From an optimization exercise on the open Yosys and OpenROAD flow, aimed at small area and a short achievable clock period; shortcuts taken in it are not production practice.
At most, simulation tests tie the RTL to the original design; equivalence was not proved.
For runs 2 to 5, only the layout was checked, not whether the RTL still works.
Power is estimated from default activity; no workload was simulated.

<file path="design/flow/design.v">
module ALU(Ain,Bin,ALUop,out,Z);
input [15:0] Ain, Bin;
input [1:0] ALUop;
output [15:0] out;
output Z;
assign out = (ALUop == 2'b00) ? (Ain + Bin) : (ALUop == 2'b01) ? (Ain - Bin) : (ALUop == 2'b10) ? (Ain & Bin) : (~Bin) ;
assign Z =  (out == 16'b0000000000000000) ?  1'b1 : 1'b0;
endmodule
module regfile(data_in,writenum,write,readnum,clk,data_out);
input [15:0] data_in;
input [2:0] writenum, readnum;
input write, clk;
output [15:0] data_out;
reg [15:0] R[7:0];  
reg [15:0] data_out;
always_ff @ (posedge clk)
begin 
if (write)  
    R[writenum] <= data_in;   
end  
assign data_out = R[readnum];  
endmodule
module shifter(in,shift,sout);
input [15:0] in;
input [1:0] shift;
output [15:0] sout;
reg [15:0] sout;
always_comb 
begin 
    if (shift == 2'b00)
        sout = in;
    else if (shift == 2'b01)
        sout = in << 1;
    else if (shift == 2'b10)
        sout = in >> 1;
    else if (shift == 2'b11)
    begin
      sout = in >> 1;
      sout[15] = in[15];
    end 
    else 
    sout = 16'bxxxxxxxxxxxxxxxx;
end 
endmodule
module datapath (clk, writenum, readnum, write, datapath_in, vsel, loada, loadb, loadc, shift, asel, bsel, ALUop, loads, Z_out, datapath_out);
input write, clk, loada, loadb, loadc, asel, bsel, loads, vsel;
input [1:0] ALUop, shift;
input [2:0] writenum, readnum;
input [15:0] datapath_in;
output Z_out;
output [15:0] datapath_out;
wire [15:0] data_in;
reg[15:0] aloaded, in;
wire [15:0] Bin, Ain;
reg Z_out;
reg [15:0] datapath_out;
wire [15:0] data_out, sout, out;
wire Z;
assign data_in = vsel ? datapath_in : datapath_out;  
regfile REGFILE(data_in, writenum, write, readnum, clk, data_out);  
always_ff @(posedge clk)  
begin
if (loada == 1) 
begin
 aloaded <= data_out ;
end
end 
always_ff @(posedge clk)  
begin
if (loadb == 1) 
begin
 in <= data_out ;
end
end 
shifter SHIFTER(in,shift,sout);
assign Bin = bsel ? ({11'b0, datapath_in[4:0]}) : sout ;  
assign Ain = asel ? (16'b0000000000000000) : aloaded ;
ALU alu(Ain,Bin,ALUop,out,Z);  
always_ff @(posedge clk)  
begin
if (loads == 1) 
begin
 Z_out <= Z ;
end
end 
always_ff @(posedge clk)  
begin
if (loadc == 1) 
begin
 datapath_out <= out ;
end
end 
endmodule 
</file>
<file path="design/flow/run.sh">
#!/bin/bash
# synth_recipe.tcl (not shown) runs the flow's synth.tcl, then flattens the netlist and writes it again
# the make line also repeats each setting of config.mk as NAME=value (left out here)
make -C /OpenROAD-flow-scripts/flow DESIGN_CONFIG=/design/flow/config.mk WORK_HOME=/design/flow/orfs CLKGATE_MAP_FILE= SYNTH_SCRIPT=/design/flow/synth_recipe.tcl finish
</file>
<file path="design/flow/config.mk">
export PLATFORM = sky130hd
export DESIGN_NAME = datapath
export DESIGN_NICKNAME = datapath
export VERILOG_FILES = /design/flow/design.v
export SDC_FILE = /design/flow/constraint.sdc
export NUM_CORES = 4
export LEC_CHECK = 0
export CAP_MARGIN = 20
export CORE_MARGIN = 2
export CORE_UTILIZATION = 40
export SLEW_MARGIN = 20
</file>
<file path="design/flow/constraint.sdc">
create_clock -name core_clock -period 5.5 [get_ports {clk}]
set_input_delay 1.1000 -clock core_clock [delete_from_list [all_inputs] [get_ports {clk}]]
set_output_delay 1.1000 -clock core_clock [all_outputs]
set_load 0.01 [all_outputs]
</file>
==> impl_metrics.tcl, run 1 <==
set metrics [dict create \
    dieArea_um2 24200 \
    wl_per_cell_um 20.6 \
    worst_ir_drop_vdd_v 0.000255 \
    cp_cell_sequence "clkdlybuf4s50_1, inv_1, buf_4, mux2i_1, ha_1, a21o_1, buf_4, o211ai_1, o22ai_2, o41ai_4, o31ai_2, mux2_4, a211o_1, or4_1, or4_4, nor4_2" \
    cts_buffers 17 \
    grt.total_usage_pct 19.0 \
    path_class "input pin to register" \
    hold_slack_ns 0.712 \
    period_share_pct 95.3 \
    worstReg2RegEnd "Z_out" \
    num_vias 6095 \
    power_mw 3.47 \
    p_sw_uw 868 \
    cts_htree_levels 4 \
    worst-slew-pin-transition_ns 1.01 \
    routed_wl_mm 22.3 \
    hold_viol 0 \
    worstHoldStart "datapath_out[3]" \
    hpwl_mm 15.8 \
    cp_common_cell "buf_4" \
    syn_area_um2 9190 \
    syn_inst 664 \
    grt_pass1_vias 6242 \
    drtIter0Drc 518 \
    ys_seq_area_share_pct 57.8 \
    setup_violations 0 \
    period_minus_slack_ns 5.24 \
    ff_latch_area_um2 5320 \
    cp_num_cells 16 \
    core_area_um2 22600 \
    ys_ff_latch 177 \
    place_inst 1050 \
    total_leakage_power_nw 4.08 \
    p_seq_share_pct 46.1 \
    combPwrFrac_pct 18.7 \
    clock-skew-final_ns 0.00799 \
    cp.required_ns 5.75 \
    grt_pass1_wl_mm 34.8 \
    crit_start "bsel" \
    multi_input_area_um2 3680 \
    drive_above_1_share_pct 26.2 \
    avgSynthCellArea_um2 13.8 \
    cts_tree "done" \
    placed_area_um2 10600 \
    root_buffer "clkbuf_16" \
    critPathCaptureType "register" \
    synth_ff_type "edfxtp_1" \
    crit_slowest_cell "or4_1" \
    cp_slowest_stage_delay_ns 0.55 \
    status "timing/DRC/antenna clean" \
    slew_headroom_pct 32.5 \
    start_util_pct 40.7 \
    sw_frac_of_total_pct 25.0 \
    layout_commonest_cell "edfxtp_1" \
    critPathBufInv 4 \
    cpLargestDelayFamily "compound AO/OA/AOI/OAI gates" \
    die_h_um 156 \
    cp-start-kind "input pin" \
    dr.pass1.iters 5 \
    layout_common_cells "edfxtp_1 (177), buf_4 (84), nor2_1 (50), clkdlybuf4s50_1 (48), mux2_2 (37)" \
    r2r_cells 16 \
    cp_max_fo 3 \
    stdcell_count 1083 \
    hold_buffers 0 \
    via_per_inst 5.63 \
    fin_nets 851 \
    overflow 0 \
    rsz0062_at_grt "false" \
    clk_path_buf_depth 2 \
    clockPowerShare_pct 35.1 \
    stdcell_area_um2 11200 \
    synth_edf_count 177 \
    area_growth_pct 22.1 \
    clk_pin_slew_ns 0.07 \
    die_x_um 156 \
    worstPathArrival_ns 5.49 \
    ant_nets 0 \
    insertion_delay_ns 0.42 \
    n_antenna_cell 0 \
    r2r-start "in[0]" \
    ys_warn_count 4 \
    p_per_area_nw_per_um2 310 \
    ios 52 \
    grt_max_degree 38 \
    fp-row-count 55 \
    synth_nets 730 \
    min_path_type "register to register" \
    maxCapViolations 0 \
    cts_num_sinks 177 \
    synth_cell_types 68 \
    async_flop_share_pct 0 \
    antenna_found_initial 0 \
    nFillCells 1965 \
    finalMaxSlewViolations 0 \
    r2r_slack_ns 0.83 \
    timing.fmax_mhz 191 \
    crit_path_end "Z_out" \
    drc 0 \
    gp_congestion 0.895 \
    port-buffer-count 51 \
    internal_power_mw 2.61 \
]
## per-layer routing
metal,GRT usage [%],vias to the layer above,wire [um]
li1,-,2832,-
met5,0,-,0
met2,32.0,164,11200
met4,6.82,0,539
met3,2.47,42,830
met1,25.3,3057,9760
## through the flow
step	setup WS, ns	TNS, ns	utilization (%)
floorplan	0.223	0	-
global placement	-0.275	-0.275	46.7
detailed placement	-0.347	-0.420	46.7
CTS	0.0691	0	49.4
global route	0.140	0	49.7
finish	0.260	0	49.7
## worst min path at each step
stage,slack (ns),end,depth (start not counted)
6_report,0.71,REGFILE.R[7][3],1
5_1_grt,0.76,REGFILE.R[4][0],1
4_1_cts,0.72,REGFILE.R[6][0],1
3_5_place_dp,0.70,REGFILE.R[4][0],1
3_3_place_gp,0.68,REGFILE.R[4][0],1
2_1_floorplan,0.71,REGFILE.R[0][0],1
## logic make-up after synthesis
logic type,Yosys count,share of synthesized area (%)
muxes,92,15.3
xor gates and xnor gates,9,0.858
DFF,177,57.8
buffers and inverters,62,2.70
adders and majority gates,32,4.49
and+or+nand+nor,170,9.22
AOI/OAI and AO/OA,122,9.57
## flip-flops by register name (all words and copies together) (netlist names)
name	flops
in	16
REGFILE.R	128
datapath_out	16
aloaded	16
Z_out	1
## layout make-up
class                           count  area share (%)
Timing Repair Buffer              136            10.3
Multi-Input combinational cell    425            32.8
Clock buffer                       18            3.82
Tap cell                          285            3.18
Inverter                           28           0.937
Sequential cell                   177            47.4
Clock inverter                     14            1.59
## synth_stat cells, drive strengths merged, types with 3 or more instances
cell | n | area, um2
nor2 | 50 | 188
o221ai | 3 | 26.3
nor3b | 4 | 30.0
a221oi | 4 | 65.1
nand3 | 15 | 75.1
ha | 29 | 363
nand2b | 10 | 62.6
and3 | 5 | 31.3
or2 | 3 | 18.8
o2111ai | 4 | 35.0
xnor2 | 8 | 70.1
a31oi | 5 | 31.3
buf | 13 | 63.8
nor2b | 21 | 131
a21oi | 30 | 150
a21o | 6 | 45.0
edfxtp | 177 | 5320
nand2 | 33 | 124
clkbuf | 21 | 78.8
or3 | 4 | 25.0
o211ai | 7 | 52.6
or4 | 3 | 22.5
mux2i | 19 | 190
a221o | 3 | 30.0
inv | 27 | 101
mux2 | 38 | 432
o22ai | 4 | 31.3
mux4 | 35 | 788
nand3b | 4 | 30.0
o21ai | 23 | 115
nor3 | 14 | 70.1
a22oi | 3 | 22.5
## repair_timing
action                     CTS  global route
setup buffers                0             1
setup endpoints to repair    0             1
gates resized for setup      0            10
## power by group through the flow
stage               logic (mW)  registers, mW  clock network [mW]
floorplan                0.360           1.63                   0
global placement         0.626           1.63                   0
detailed placement       0.636           1.63                   0
CTS                      0.641           1.60                1.24
global route             0.706           1.61                1.30
finish                   0.651           1.60                1.22
==> inputs of run 2 (changes only) <==
==> design/flow/design.v (replaced) <==
module ALU(Ain, Bin, ALUop, out, Z);
  input [15:0] Ain, Bin;
  input [1:0] ALUop;
  output [15:0] out;
  output Z;
  wire        cin = ALUop[0];
  wire [15:0] bx  = Bin ^ {16{ALUop[0]}};
  wire [15:0] g   = Ain & bx;
  wire [15:0] p   = Ain ^ bx;
  wire [15:0] t   = Ain | bx;
  wire [15:0] gl [0:4];
  wire [15:0] pl [0:4];
  assign gl[0] = {g[15:1], g[0] | (p[0] & cin)};
  assign pl[0] = p;
  genvar k, i;
  generate
    for (k = 0; k < 4; k = k + 1) begin : lvl
      for (i = 0; i < 16; i = i + 1) begin : bit_
        if ((i >> k) & 1) begin : comb
          localparam integer J = ((i >> k) << k) - 1;
          assign gl[k+1][i] = gl[k][i] | (pl[k][i] & gl[k][J]);
          assign pl[k+1][i] = pl[k][i] & pl[k][J];
        end else begin : pass
          assign gl[k+1][i] = gl[k][i];
          assign pl[k+1][i] = pl[k][i];
        end
      end
    end
  endgenerate
  wire [15:0] c   = {gl[4][14:0], cin};
  wire [15:0] sum = p ^ c;
  assign out = ALUop[1] ? (ALUop[0] ? bx : g) : sum;
  wire zas  = &(p ~^ {t[14:0], cin});
  wire zand = ~|g;
  wire znot = ~|bx;
  assign Z = ALUop[1] ? (ALUop[0] ? znot : zand) : zas;
endmodule
module regfile(data_in, writenum, write, readnum, clk, data_out);
  input [15:0] data_in;
  input [2:0] writenum, readnum;
  input write, clk;
  output [15:0] data_out;
  reg [15:0] R [7:0];
  always_ff @(posedge clk)
    if (write)
      R[writenum] <= data_in;
  assign data_out = R[readnum];
endmodule
module shifter(in, shift, sout);
  input [15:0] in;
  input [1:0] shift;
  output [15:0] sout;
  assign sout = (shift == 2'b00) ? in :
                (shift == 2'b01) ? {in[14:0], 1'b0} :
                (shift == 2'b10) ? {1'b0, in[15:1]} :
                                   {in[15], in[15:1]};
endmodule
module datapath (clk, writenum, readnum, write, datapath_in, vsel, loada, loadb, loadc, shift, asel, bsel, ALUop, loads, Z_out, datapath_out);
  input write, clk, loada, loadb, loadc, asel, bsel, loads, vsel;
  input [1:0] ALUop, shift;
  input [2:0] writenum, readnum;
  input [15:0] datapath_in;
  output reg Z_out;
  output reg [15:0] datapath_out;
  reg  [15:0] aloaded, in;
  wire [15:0] data_in, data_out, sout, Ain, Bin, out;
  wire Z;
  assign data_in = vsel ? datapath_in : datapath_out;
  regfile REGFILE(data_in, writenum, write, readnum, clk, data_out);
  always_ff @(posedge clk) if (loada) aloaded <= data_out;
  always_ff @(posedge clk) if (loadb) in <= data_out;
  shifter SHIFTER(in, shift, sout);
  assign Bin = bsel ? {11'b0, datapath_in[4:0]} : sout;
  assign Ain = asel ? 16'b0 : aloaded;
  ALU alu(Ain, Bin, ALUop, out, Z);
  always_ff @(posedge clk) if (loads) Z_out <= Z;
  always_ff @(posedge clk) if (loadc) datapath_out <= out;
endmodule
==> run 2 against run 1 <==
Net effect: still clean on timing, DRC and antenna; synthesized cell count down 7.1%; sequential cell count unchanged; clock-buffer cell count down 1; critical endpoint is now datapath_out[8]; largest cell class unchanged.
==> impl_metrics.tcl, run 2 <==
set metrics [dict create \
    hold_depth 1 \
    grt_pass1_wl_mm 31.7 \
    cp.required_ns 5.77 \
    r2r_cells 11 \
    cts_num_sinks 177 \
    dr.pass1.iters 5 \
    rsz0062_at_grt "false" \
    cts_tree "done" \
    grt_pass1_vias 5445 \
    period_share_pct 82.9 \
    p_sw_uw 900 \
    netlist_top_cells_count "edfxtp_1 (177), mux2_2 (38), nand2_1 (35)" \
    hpwl_mm 14.3 \
    placed_area_um2 9820 \
    worstHoldStart "datapath_out[1]" \
    hold_slack_ns 0.743 \
    r2r_slack_ns 2.05 \
    stdcell_area_um2 10400 \
    largest_register_ffs 128 \
    multi_input_area_um2 3410 \
    setup_violations 0 \
    p_seq_share_pct 48.5 \
    hold_viol 0 \
    utilization_pct 47.3 \
    synth_nets 686 \
    yosysTopAreaCell "edfxtp_1" \
    core_area_um2 22000 \
    n_antenna_cell 0 \
    drtIter0Drc 403 \
    cts_resized 0 \
    port-buffer-count 51 \
    cts_htree_levels 4 \
    die_x_um 154 \
    internal_power_mw 2.42 \
    ys_warn_count 3 \
    worst_ir_drop_vdd_v 0.000198 \
    status "timing/DRC/antenna clean" \
    syn_inst 617 \
    syn_area_um2 9010 \
    maxCapViolations 0 \
    finalMaxSlewViolations 0 \
    crit_start "shift[1]" \
    cp-start-kind "input pin" \
    total_leakage_power_nw 3.65 \
    worstPathArrival_ns 4.83 \
    nFillCells 1881 \
    post-cts-setup-buffers 0 \
    via_per_inst 5.58 \
    fp-row-count 54 \
    grt_max_degree 35 \
    ios 52 \
    p_per_area_nw_per_um2 320 \
    period_minus_slack_ns 4.56 \
    ff_latch_area_um2 5320 \
    power_mw 3.32 \
    start_util_pct 41.0 \
    min_path_type "register to register" \
    area_growth_pct 15.2 \
    antenna_found_initial 0 \
    ant_nets 0 \
    drc 0 \
    insertion_delay_ns 0.43 \
    critPathCaptureType "register" \
    clockPowerShare_pct 34.7 \
    combPwrFrac_pct 16.9 \
    tns_ns 0 \
    async_flop_share_pct 0 \
    synth_top_area_share_pct 59.0 \
    fin_nets 736 \
    overflow 0 \
    place_ws_ns 0.561 \
    drive_above_1_share_pct 20.1 \
    top_register "REGFILE.R" \
    clk_path_buf_depth 2 \
    sw_frac_of_total_pct 27.1 \
    gp_congestion 0.890 \
    grt.total_usage_pct 18.0 \
    root_buffer "clkbuf_16" \
    timing.fmax_mhz 219 \
    path_class "input pin to register" \
    hold_buffers 0 \
    clock-skew-final_ns 0.0162 \
    worst-slew-pin-transition_ns 1.01 \
    r2r-start "in[2]" \
    cts_buffers 17 \
    dieArea_um2 23700 \
    layout_setup_ws_ns 0.941 \
    ys_seq_area_share_pct 59.0 \
    synth_edf_count 177 \
    stdcell_count 960 \
    place_inst 928 \
    synth_cell_types 57 \
    die_h_um 154 \
    cp_max_fo 16 \
    clk_pin_slew_ns 0.07 \
    layout_commonest_cell "edfxtp_1" \
    ys_ff_latch 177 \
    wl_per_cell_um 21.3 \
    avgSynthCellArea_um2 14.6 \
    routed_wl_mm 20.4 \
    synth_ff_type "edfxtp_1" \
    num_vias 5355 \
    slew_headroom_pct 32.5 \
    layout_common_cells "edfxtp_1 (177), clkdlybuf4s50_1 (48), mux2_2 (38), nand2_1 (35), inv_1 (33)" \
    synth_most_common_cell "edfxtp_1" \
    ys_top_cells_by_area "edfxtp_1 (59%), mux4_2 (8.0%), mux2_2 (4.7%), ha_1 (4.3%), xnor2_1 (2.0%)" \
]
[run 2: cell count changes in the layout (fill, tap and decap cells not counted), moves of 5 or more]
cell	before	now
buf_4	84	16
nor2_1	50	25
xor2_1	1	15
nor2b_1	21	8
o21ai_0	23	10
xnor2_1	8	21
nand2b_1	10	19
nand3_1	15	6
a21oi_1	30	23
nor4_1	1	8
inv_1	27	33
nand4_1	0	6
and3_1	5	0
nor3_1	12	7
[run 2: layout make-up]
cell class,instances,area share [%]
Clock buffer,17,4.10
Sequential cell,177,51.2
Tap cell,280,3.37
Clock inverter,15,1.41
Inverter,34,1.23
Timing Repair Buffer,67,5.93
Multi-Input combinational cell,370,32.8
[run 2: cell families after synthesis]
kind of cell	count (synthesis)	synth area share (%)
XOR/XNOR	37	3.68
AND/OR/NAND/NOR	130	7.39
adder cells (fa/ha/maj)	34	4.97
buffers and inverters	70	3.35
multiplexers	88	15.0
AO/OA/AOI/OAI	81	6.59
flip-flops	177	59.0
[run 2: path summary, 6_finish.rpt]
check,to
worst min register to register,REGFILE.R[0][1]
worst max register to register,datapath_out[8]
worst min-delay path,REGFILE.R[0][1]
worst max-delay path,datapath_out[8]
[run 2: critical path, cell delays in order]
cell,delay (ns)
clkdlybuf4s50_1,0.64
buf_4,0.27
inv_2,0.15
a211oi_1,0.29
a21oi_1,0.15
xnor2_1,0.20
ha_1,0.42
a21oi_1,0.22
a21oi_1,0.11
a211oi_2,0.35
and2_1,0.31
fa_1,0.42
o21ai_0,0.17
[run 2: routing by layer]
metal	vias up	wire length [um]	global-route usage (%)
met1	2747	8870	23.4
met2	139	10400	30.3
li1	2440	-	-
met3	29	727	3.30
met5	-	0	0
met4	0	447	6.19
[run 2: power groups by stage]
stage | clock (mW) | combinational [mW] | sequential [mW]
3_5_place_dp | 0 | 0.561 | 1.64
3_3_place_gp | 0 | 0.551 | 1.64
6_report | 1.15 | 0.561 | 1.61
4_1_cts | 1.18 | 0.566 | 1.61
5_1_grt | 1.23 | 0.615 | 1.62
2_1_floorplan | 0 | 0.369 | 1.63
==> inputs of run 3 (changes only) <==
--- a/design/flow/config.mk
+++ b/design/flow/config.mk
@@ -7,5 +7,6 @@
 export LEC_CHECK = 0
 export CAP_MARGIN = 20
 export CORE_MARGIN = 2
-export CORE_UTILIZATION = 40
+export CORE_UTILIZATION = 60
+export SETUP_SLACK_MARGIN = 2.0
 export SLEW_MARGIN = 20
==> run 3 against run 2 <==
Net effect: sequential power is essentially flat; non-clock buffer count grew 17; total power grew 2.6%; global-route usage grew 8.0 points; area after synthesis is the same; largest power group unchanged.
==> impl_metrics.tcl, run 3 <==
set metrics [dict create \
    status "timing/DRC/antenna clean" \
    area_growth_pct 19.4 \
    fin_nets 753 \
    largest_register_ffs 128 \
    synth_cell_types 57 \
    tns_ns 0 \
    clk_pin_slew_ns 0.07 \
    ff_latch_area_um2 5320 \
    root_buffer "clkbuf_16" \
    insertion_delay_ns 0.44 \
    rsz0062_at_grt "false" \
    overflow 0 \
    cts_buffers 17 \
    p_per_area_nw_per_um2 317 \
    syn_inst 617 \
    fp-row-count 44 \
    timing.fmax_mhz 295 \
    clock-skew-final_ns 0.0131 \
    ys_top_cells_by_area "edfxtp_1 (59%), mux4_2 (8.0%), mux2_2 (4.7%), ha_1 (4.3%), xnor2_1 (2.0%)" \
    grt_pass1_vias 5632 \
    slew_headroom_pct 34.8 \
    synth_edf_count 177 \
    antenna_found_initial 0 \
    min_path_type "register to register" \
    hold_slack_ns 0.763 \
    cp_cell_sequence "buf_8, buf_12, mux2_1, nand2_1, a21oi_4, xor2_1, ha_2, a21o_1, a221oi_4, nor2_1, o311a_1, a211oi_1" \
    grt_pass1_wl_mm 30.9 \
    ant_nets 0 \
    syn_area_um2 9010 \
    hold_buffers 0 \
    period_minus_slack_ns 3.39 \
    r2r_slack_ns 2.48 \
    core_area_um2 14600 \
    critPathCaptureType "register" \
    cp-start-kind "input pin" \
    via_per_inst 6.19 \
    grt.total_usage_pct 26.0 \
    top_register "REGFILE.R" \
    ys_warn_count 3 \
    yosysTopAreaCell "edfxtp_1" \
    avgSynthCellArea_um2 14.6 \
    stdcell_area_um2 10800 \
    nFillCells 909 \
    synth_most_common_cell "edfxtp_1" \
    synth_ff_type "edfxtp_1" \
    placed_area_um2 9740 \
    num_vias 5454 \
    wl_per_cell_um 22.5 \
    worst_ir_drop_vdd_v 0.000299 \
    worstHoldStart "datapath_out[11]" \
    netlist_top_cells_count "edfxtp_1 (177), mux2_2 (38), nand2_1 (35)" \
    total_leakage_power_nw 3.79 \
    layout_common_cells "edfxtp_1 (177), clkdlybuf4s50_1 (43), mux2_2 (37), nand2_1 (34), mux4_2 (32)" \
    worst-slew-pin-transition_ns 0.976 \
    routed_wl_mm 19.8 \
    finalMaxSlewViolations 0 \
    die_h_um 127 \
    ys_ff_latch 177 \
    layout_commonest_cell "edfxtp_1" \
    async_flop_share_pct 0 \
    crit_start "shift[0]" \
    utilization_pct 73.7 \
    multi_input_area_um2 3710 \
    synth_top_area_share_pct 59.0 \
    dr.pass1.iters 5 \
    setup_violations 0 \
    drc 0 \
    maxCapViolations 0 \
    power_mw 3.41 \
    dieArea_um2 16000 \
    period_share_pct 61.6 \
    die_x_um 127 \
    cts_num_sinks 177 \
    grt_max_degree 36 \
    drtIter0Drc 482 \
    n_antenna_cell 0 \
    worstPathArrival_ns 3.66 \
    cp_slowest_stage_delay_ns 0.36 \
    synth_nets 686 \
    hpwl_mm 13.6 \
    drive_above_1_share_pct 28.1 \
    cp_max_fo 7 \
    cts_tree "done" \
    start_util_pct 61.8 \
    cts_htree_levels 4 \
    crit_slowest_cell "ha_2" \
    ios 52 \
    cp.required_ns 5.77 \
    r2r-start "in[2]" \
    clk_path_buf_depth 2 \
    hold_viol 0 \
    gp_congestion 0.875 \
    port-buffer-count 51 \
    ys_seq_area_share_pct 59.0 \
    path_class "input pin to register" \
]
## run 3: cell counts after synthesis
Identical to the previous run, type by type.
## run 3: layer usage
metal,vias up,share of wire [%],global-route usage (%)
met5,-,0,0
met4,0,3.5,9.83
met3,49,5.1,5.06
met2,206,51,44.0
met1,2733,41,33.5
li1,2466,-,-
## run 3: logic make-up (layout without fill, tap and decap cells)
family,count (synthesis),count (layout),share of synthesized area (%)
AOI/OAI and AO/OA,81,81,6.59
adders and majority gates,34,34,4.97
buffers and inverters,70,150,3.35
DFF,177,177,59.0
xor gates and xnor gates,37,37,3.68
muxes,88,88,15.0
and+or+nand+nor,130,130,7.39
## run 3: worst paths after layout
| kind | to | cells past startpoint |
|---|---|---|
| hold reg to reg | REGFILE.R[2][11] | 1 |
| setup reg to reg | datapath_out[9] | 14 |
| hold / removal | REGFILE.R[2][11] | 1 |
| setup / recovery | datapath_out[14] | 12 |
## run 3: where the power goes
group / total [mW] / internal, mW / switching, mW
logic: 0.635 / 0.292 / 0.343
clock network: 1.16 / 0.603 / 0.561
registers: 1.61 / 1.58 / 0.0317
## run 3: what timing repair did
| action | in CTS | in global routing |
|---|---|---|
| pin swaps | 15 | 10 |
| setup buffers | 10 | 5 |
| setup endpoints to repair | 15 | 10 |
| resized for setup | 55 | 27 |
| gates cloned | 2 | 1 |
## run 3: area by class of cell
class / count / area share [%]
well taps: 184 / 2.14
clock buffers: 18 / 3.99
clock inverters: 14 / 1.41
inverters: 34 / 1.23
multi-input cells: 370 / 34.4
flip-flops and latches: 177 / 49.4
repair buffers: 84 / 7.38
## run 3: worst max-delay path, delay by kind of cell
kind | cells | cell delay [ns]
compound gates | 5 | 1.32
xor+xnor | 1 | 0.22
buf+inv | 2 | 0.27
simple gates | 2 | 0.19
fa+ha+maj | 1 | 0.36
mux | 1 | 0.19
## run 3: per-stage QoR
step                setup WS (ns)  instances
floorplan                    1.64        617
global placement            0.858        831
detailed placement          0.781        831
CTS                          2.01        875
global route                 1.99        881
finish                       2.11        881
==> inputs of run 4 (changes only) <==
--- a/design/flow/config.mk
+++ b/design/flow/config.mk
@@ -8,5 +8,5 @@
 export CAP_MARGIN = 20
 export CORE_MARGIN = 2
 export CORE_UTILIZATION = 60
-export SETUP_SLACK_MARGIN = 2.0
+export SETUP_SLACK_MARGIN = 3.0
 export SLEW_MARGIN = 20
==> run 4 against run 3 <==
Net effect: still clean on timing, DRC and antenna; clock skew is 0.00073 ns lower; wire length is 10% higher; via count is 4.4% higher; sequential power hardly changed; first-iteration DRC count is 2.9% lower; synthesized cell count stayed put; critical path type unchanged; largest power group unchanged.
==> impl_metrics.tcl, run 4 <==
set metrics [dict create \
    rsz0062_at_grt "true" \
    cp_slowest_stage_delay_ns 0.43 \
    hold_slack_ns 0.752 \
    fp-row-count 44 \
    layout_common_cells "edfxtp_1 (177), buf_4 (55), mux2_2 (37), inv_1 (32), mux4_2 (32)" \
    timing.fmax_mhz 297 \
    antenna_found_initial 0 \
    ys_top_cells_by_area "edfxtp_1 (59%), mux4_2 (8.0%), mux2_2 (4.7%), ha_1 (4.3%), xnor2_1 (2.0%)" \
    crit_slowest_cell "fa_2" \
    min_path_type "register to register" \
    avgSynthCellArea_um2 14.6 \
    r2r_cells 12 \
    ys_ff_latch 177 \
    worstPathArrival_ns 3.65 \
    maxCapViolations 0 \
    die_x_um 127 \
    clock-skew-final_ns 0.0124 \
    stdcell_area_um2 11500 \
    wl_per_cell_um 23.9 \
    dr.pass1.iters 5 \
    routed_wl_mm 21.9 \
    layout_commonest_cell "edfxtp_1" \
    placed_area_um2 9780 \
    core_area_um2 14600 \
    critPathCaptureType "register" \
    start_util_pct 61.8 \
    hold_depth 1 \
    ios 52 \
    via_per_inst 6.20 \
    grt.total_usage_pct 27.8 \
    worst-slew-pin-transition_ns 0.967 \
    hpwl_mm 13.7 \
    period_share_pct 61.1 \
    clk_path_buf_depth 2 \
    drtIter0Drc 468 \
    synth_nets 686 \
    cts_tree "done" \
    n_antenna_cell 0 \
    cp_cell_sequence "buf_12, buf_8, nor2b_4, a211oi_4, xor2_2, ha_4, a21o_1, a21o_1, a211oi_4, and2_4, fa_2, o21ai_1" \
    area_growth_pct 28.0 \
    tns_ns 0 \
    syn_area_um2 9010 \
    period_minus_slack_ns 3.36 \
    grt_pass1_wl_mm 32.9 \
    synth_cell_types 57 \
    worst_ir_drop_vdd_v 0.000310 \
    num_vias 5696 \
    top_register "REGFILE.R" \
    place_ws_ns 0.642 \
    die_h_um 127 \
    multi_input_area_um2 4090 \
    synth_edf_count 177 \
    async_flop_share_pct 0 \
    grt_max_degree 33 \
    cts_htree_levels 4 \
    utilization_pct 79.1 \
    synth_top_area_share_pct 59.0 \
    slew_headroom_pct 35.4 \
    cp.required_ns 5.78 \
    root_buffer "clkbuf_16" \
    setup_violations 0 \
    cts_buffers 17 \
    dieArea_um2 16000 \
    largest_register_ffs 128 \
    syn_inst 617 \
    ff_latch_area_um2 5320 \
    finalMaxSlewViolations 0 \
    cp-start-kind "input pin" \
    insertion_delay_ns 0.44 \
    nFillCells 799 \
    drc 0 \
    synth_most_common_cell "edfxtp_1" \
    ys_warn_count 3 \
    fin_nets 790 \
    cts_num_sinks 177 \
    grt_pass1_vias 5854 \
    p_per_area_nw_per_um2 314 \
    yosysTopAreaCell "edfxtp_1" \
    gp_congestion 0.883 \
    overflow 0 \
    ant_nets 0 \
    synth_ff_type "edfxtp_1" \
    drive_above_1_share_pct 37.9 \
    port-buffer-count 51 \
    ys_seq_area_share_pct 59.0 \
    netlist_top_cells_count "edfxtp_1 (177), mux2_2 (38), nand2_1 (35)" \
    status "timing/DRC/antenna clean" \
    total_leakage_power_nw 4.14 \
    path_class "input pin to register" \
    clk_pin_slew_ns 0.07 \
    hold_viol 0 \
    cp_max_fo 8 \
    layout_setup_ws_ns 2.14 \
]
## run 4: cell counts after synthesis
No cell type changed its count.
## run 4: report_power, final
part	switching, mW	internal [mW]	total, mW	leakage, nW
logic	0.405	0.367	0.772	2.20
registers	0.0326	1.58	1.61	1.64
clock network	0.546	0.688	1.23	0.289
total	0.984	2.63	3.62	4.14
## run 4: final timing paths
| check | start | end | slack, ns |
|---|---|---|---|
| setup / recovery | shift[1] | datapath_out[8] | 2.14 |
| setup reg to reg | in[2] | datapath_out[8] | 2.48 |
| hold / removal | datapath_out[1] | REGFILE.R[0][1] | 0.75 |
| hold reg to reg | datapath_out[1] | REGFILE.R[0][1] | 0.75 |
## run 4: cells by family after synthesis
family | synth area share (%)
AO/OA/AOI/OAI | 6.59
XOR/XNOR | 3.68
adder cells (fa/ha/maj) | 4.97
buffers and inverters | 3.35
flip-flops | 59.0
multiplexers | 15.0
AND/OR/NAND/NOR | 7.39
## run 4: worst max-delay path, delay by kind of cell
family | cells | cell delay, ns
compound gates | 5 | 1.00
fa+ha+maj | 2 | 0.67
xor+xnor | 1 | 0.25
buf+inv | 2 | 0.24
simple gates | 2 | 0.38
## run 4: area by class of cell
| cell class | count | area share (%) |
|---|---|---|
| flip-flops and latches | 177 | 46.1 |
| multi-input cells | 370 | 35.5 |
| clock buffers | 18 | 3.72 |
| clock inverters | 14 | 1.54 |
| repair buffers | 121 | 10.1 |
| inverters | 34 | 1.15 |
| well taps | 184 | 2.00 |
## run 4: repair_timing
action | CTS | global route
hold buffers | 0 | 0
setup buffers | 36 | 18
resized for setup | 118 | 57
pin swaps | 40 | 44
endpoints found under the setup margin | 54 | 21
gates cloned | 1 | 0
## run 4: metal layers
| layer | part of all wire [%] | GRT usage (%) | up-vias | wire length (um) |
|---|---|---|---|---|
| li1 | - | - | 2544 | - |
| met1 | 39 | 34.9 | 2915 | 8520 |
| met2 | 54 | 49.3 | 184 | 11800 |
| met3 | 3.9 | 5.02 | 53 | 856 |
| met4 | 3.2 | 9.05 | 0 | 690 |
| met5 | 0 | 0 | - | 0 |
## run 4: per-stage QoR
step	total power, mW	std cells
detailed placement	2.21	831
finish	3.62	918
global placement	2.20	831
CTS	3.54	900
floorplan	2.03	617
global route	3.73	918
==> inputs of run 5 (changes only) <==
--- a/design/flow/config.mk
+++ b/design/flow/config.mk
@@ -8,5 +8,5 @@
 export CAP_MARGIN = 20
 export CORE_MARGIN = 2
 export CORE_UTILIZATION = 60
-export SETUP_SLACK_MARGIN = 3.0
+export SETUP_SLACK_MARGIN = 2.5
 export SLEW_MARGIN = 20
==> run 5 against run 4 <==
Net effect: still clean on timing, DRC and antenna; combinational power shrank 2%; sequential share of layout area is 0.62 points higher; critical path depth unchanged; clock power grew 4%; critical path type unchanged; largest cell class unchanged.
==> impl_metrics.tcl, run 5 <==
set metrics [dict create \
    ys_warn_count 3 \
    p_per_area_nw_per_um2 321 \
    drive_above_1_share_pct 35.8 \
    worstPathArrival_ns 3.53 \
    core_area_um2 14600 \
    overflow 0 \
    routed_wl_mm 21.3 \
    r2r_slack_ns 2.42 \
    insertion_delay_ns 0.43 \
    cts_tree "done" \
    critPathCaptureType "register" \
    cts_num_sinks 177 \
    worst_ir_drop_vdd_v 0.000346 \
    root_buffer "clkbuf_16" \
    die_x_um 127 \
    cts_buffers 17 \
    drc 0 \
    period_share_pct 61.0 \
    grt.busiest_layer "met2" \
    grtUsageMet2_pct 48.1 \
    hold_end "REGFILE.R[0][6]" \
    status "timing/DRC/antenna clean" \
    hpwl_mm 13.7 \
    setup_violations 0 \
    timing.fmax_mhz 298 \
    grt_util_met3_pct 4.56 \
    period_minus_slack_ns 3.36 \
    synth_ff_type "edfxtp_1" \
    syn_inst 617 \
    path_class "input pin to register" \
    yosysTopAreaCell "edfxtp_1" \
    clk_pin_slew_ns 0.07 \
    r2r-start "in[2]" \
    hold_viol 0 \
    avgSynthCellArea_um2 14.6 \
    clk_path_buf_depth 2 \
    layout_commonest_cell "edfxtp_1" \
    cp_max_fo 5 \
    cp.required_ns 5.68 \
    antenna_found_initial 0 \
    gp_congestion 0.926 \
    grt_pass1_vias 6014 \
    worstReg2RegEnd "datapath_out[8]" \
    die_h_um 127 \
    synth_most_common_cell "edfxtp_1" \
    top_register "REGFILE.R" \
    hold_buffers 0 \
    finalMaxSlewViolations 0 \
    worstHoldStart "datapath_out[6]" \
    ys_top_cells_by_area "edfxtp_1 (59%), mux4_2 (8.0%), mux2_2 (4.7%), ha_1 (4.3%), xnor2_1 (2.0%)" \
    tns_ns 0 \
    cts_htree_levels 4 \
    fin_nets 787 \
    grt.total_usage_pct 28.2 \
    total_leakage_power_nw 4.08 \
    maxCapViolations 0 \
    ys_ff_latch 177 \
    dieArea_um2 16000 \
    rsz0062_at_grt "true" \
    ys_seq_area_share_pct 59.0 \
    ios 52 \
    port-buffer-count 51 \
    start_util_pct 61.8 \
    num_vias 5715 \
    via_per_inst 6.25 \
    ant_nets 0 \
    synth_top_area_share_pct 59.0 \
    synth_nets 686 \
    grt_max_degree 43 \
    power_mw 3.65 \
    grt_pass1_wl_mm 33.4 \
    layout_common_cells "edfxtp_1 (177), buf_4 (55), clkdlybuf4s50_1 (41), mux2_2 (36), mux4_2 (32)" \
    largest_register_ffs 128 \
    drtIter0Drc 503 \
    synth_edf_count 177 \
    async_flop_share_pct 0 \
    cp-start-kind "input pin" \
    grt_use_met1_pct 36.1 \
    n_antenna_cell 0 \
    wl_per_cell_um 23.3 \
    area_growth_pct 26.3 \
    fp-row-count 44 \
    hold_depth 1 \
    dr.pass1.iters 5 \
    slew_headroom_pct 34.5 \
    syn_area_um2 9010 \
    synth_cell_types 57 \
    r2r_cells 12 \
    min_path_type "register to register" \
    worst-slew-pin-transition_ns 0.979 \
    clock-skew-final_ns 0.0158 \
    netlist_top_cells_count "edfxtp_1 (177), mux2_2 (38), nand2_1 (35)" \
]
-- run 5: cell types whose count changed in the layout (fill, tap and decap cells not counted), sizes merged --
cell | previous run | this run
buf | 76 | 72
clkinvlp | 2 | 0
inv | 39 | 42
clkbuf | 18 | 17
dlymetal6s2s | 4 | 0
dlygate4sd2 | 9 | 4
clkdlybuf4s50 | 31 | 41
-- run 5: how the worst max path moves through the flow --
stage	to	depth (start not counted)	startpoint	slack, ns
4_1_cts	datapath_out[8]	13	shift[0]	2.22
2_1_floorplan	datapath_out[8]	15	shift[0]	1.64
3_5_place_dp	datapath_out[14]	12	shift[0]	0.69
3_3_place_gp	datapath_out[14]	12	shift[0]	0.77
5_1_grt	datapath_out[9]	14	shift[0]	2.11
6_report	datapath_out[8]	12	shift[0]	2.14
-- run 5: repair_timing --
| item | CTS | global route |
|---|---|---|
| buffers inserted | 44 | 7 |
| gates cloned | 1 | 0 |
| gates resized for setup | 126 | 14 |
| pin swaps | 62 | 15 |
| endpoints found under the hold margin | 0 | 0 |
| setup endpoints to repair | 17 | 14 |
-- run 5: critical path: stages --
cell,delay (ns)
buf_12,0.10
mux2i_4,0.27
mux2i_4,0.31
nand2_2,0.11
ha_4,0.29
ha_4,0.13
nand3_1,0.11
a21oi_2,0.23
a211oi_4,0.07
and2_4,0.17
fa_2,0.57
o21ai_2,0.06
-- run 5: cell type report --
cell class / instances / area, um2
Clock inverter: 15 / 211
Multi-Input combinational cell: 370 / 3950
Fill cell: 826 / 3200
Clock buffer: 17 / 425
Tap cell: 184 / 230
Inverter: 34 / 135
Timing Repair Buffer: 118 / 1120
Sequential cell: 177 / 5320
-- run 5: report_power, final --
group | switching [mW] | internal [mW] | total [mW]
Combinational | 0.390 | 0.368 | 0.758
Clock | 0.580 | 0.703 | 1.28
Sequential | 0.0330 | 1.58 | 1.61
Total | 1.00 | 2.65 | 3.65
-- run 5: cell families after synthesis --
kind of cell | count (synthesis) | synth area share [%]
mux | 88 | 15.0
buf+inv | 70 | 3.35
simple gates | 130 | 7.39
compound gates | 81 | 6.59
xor+xnor | 37 | 3.68
flops | 177 | 59.0
fa+ha+maj | 34 | 4.97
-- run 5: per-layer routing --
layer / share of wire (%) / vias to the layer above
met2: 51 / 224
met1: 40 / 2883
met4: 3.8 / 0
li1: - / 2546
met3: 5.4 / 62
met5: 0 / -
-- run 5: stage by stage --
step | utilization [%] | cell area (um2) | cells | worst slack, ns | hold slack [ns]
6_report | 78.0 | 11400 | 915 | 2.14 | 0.752
5_1_grt | 78.0 | 11400 | 915 | 2.11 | 0.792
4_1_cts | 77.0 | 11200 | 908 | 2.22 | 0.761
3_5_place_dp | 67.0 | 9780 | 831 | 0.692 | 0.749
3_3_place_gp | 67.0 | 9780 | 831 | 0.773 | 0.729
2_1_floorplan | - | 9160 | 617 | 1.64 | 0.706

## afterwards: timing with drivers on the ports
Ports are ideal in the flow. The routed layouts listed here were re-timed in OpenROAD.
Step 1 sets driving cells, clkbuf_16 on the clock port and buf_2 on the other inputs (assumed; they add their load-dependent delay and slew).
Step 2 moves the port delays by t, midway between the first and last clock arrival at a register: inputs arrive t later, outputs are due t later. That takes back most of the time a late clock gives input paths.
Slacks: no drivers / after step 1 / after step 2; pairs: no drivers / after step 1.
run | t (ns) | slack for setup (ns) | hold WS [ns] | worst data-port slew with drivers (ns) | cell pins on the clock port's net
run 1 | 0.451 | 0.260 / 0.264 / -0.187 | 0.712 / 0.712 / 0.712 | 0.05 | 1
run 2 | 0.468 | 0.941 / 0.957 / 0.490 | 0.743 / 0.743 / 0.743 | 0.04 | 1
run 3 | 0.475 | 2.110 / 2.093 / 1.619 | 0.763 / 0.763 / 0.763 | 0.06 | 1
run 4 | 0.473 | 2.137 / 2.071 / 1.599 | 0.752 / 0.752 / 0.752 | 0.16 | 1
run 5 | 0.473 | 2.144 / 2.043 / 1.570 | 0.752 / 0.752 / 0.752 | 0.14 | 1
With both steps, setup timing fails in run 1, where it was met with ideal ports. The setup slack of run 5, which loses most, moves by -0.101 ns with the drivers and by -0.574 ns with both steps.
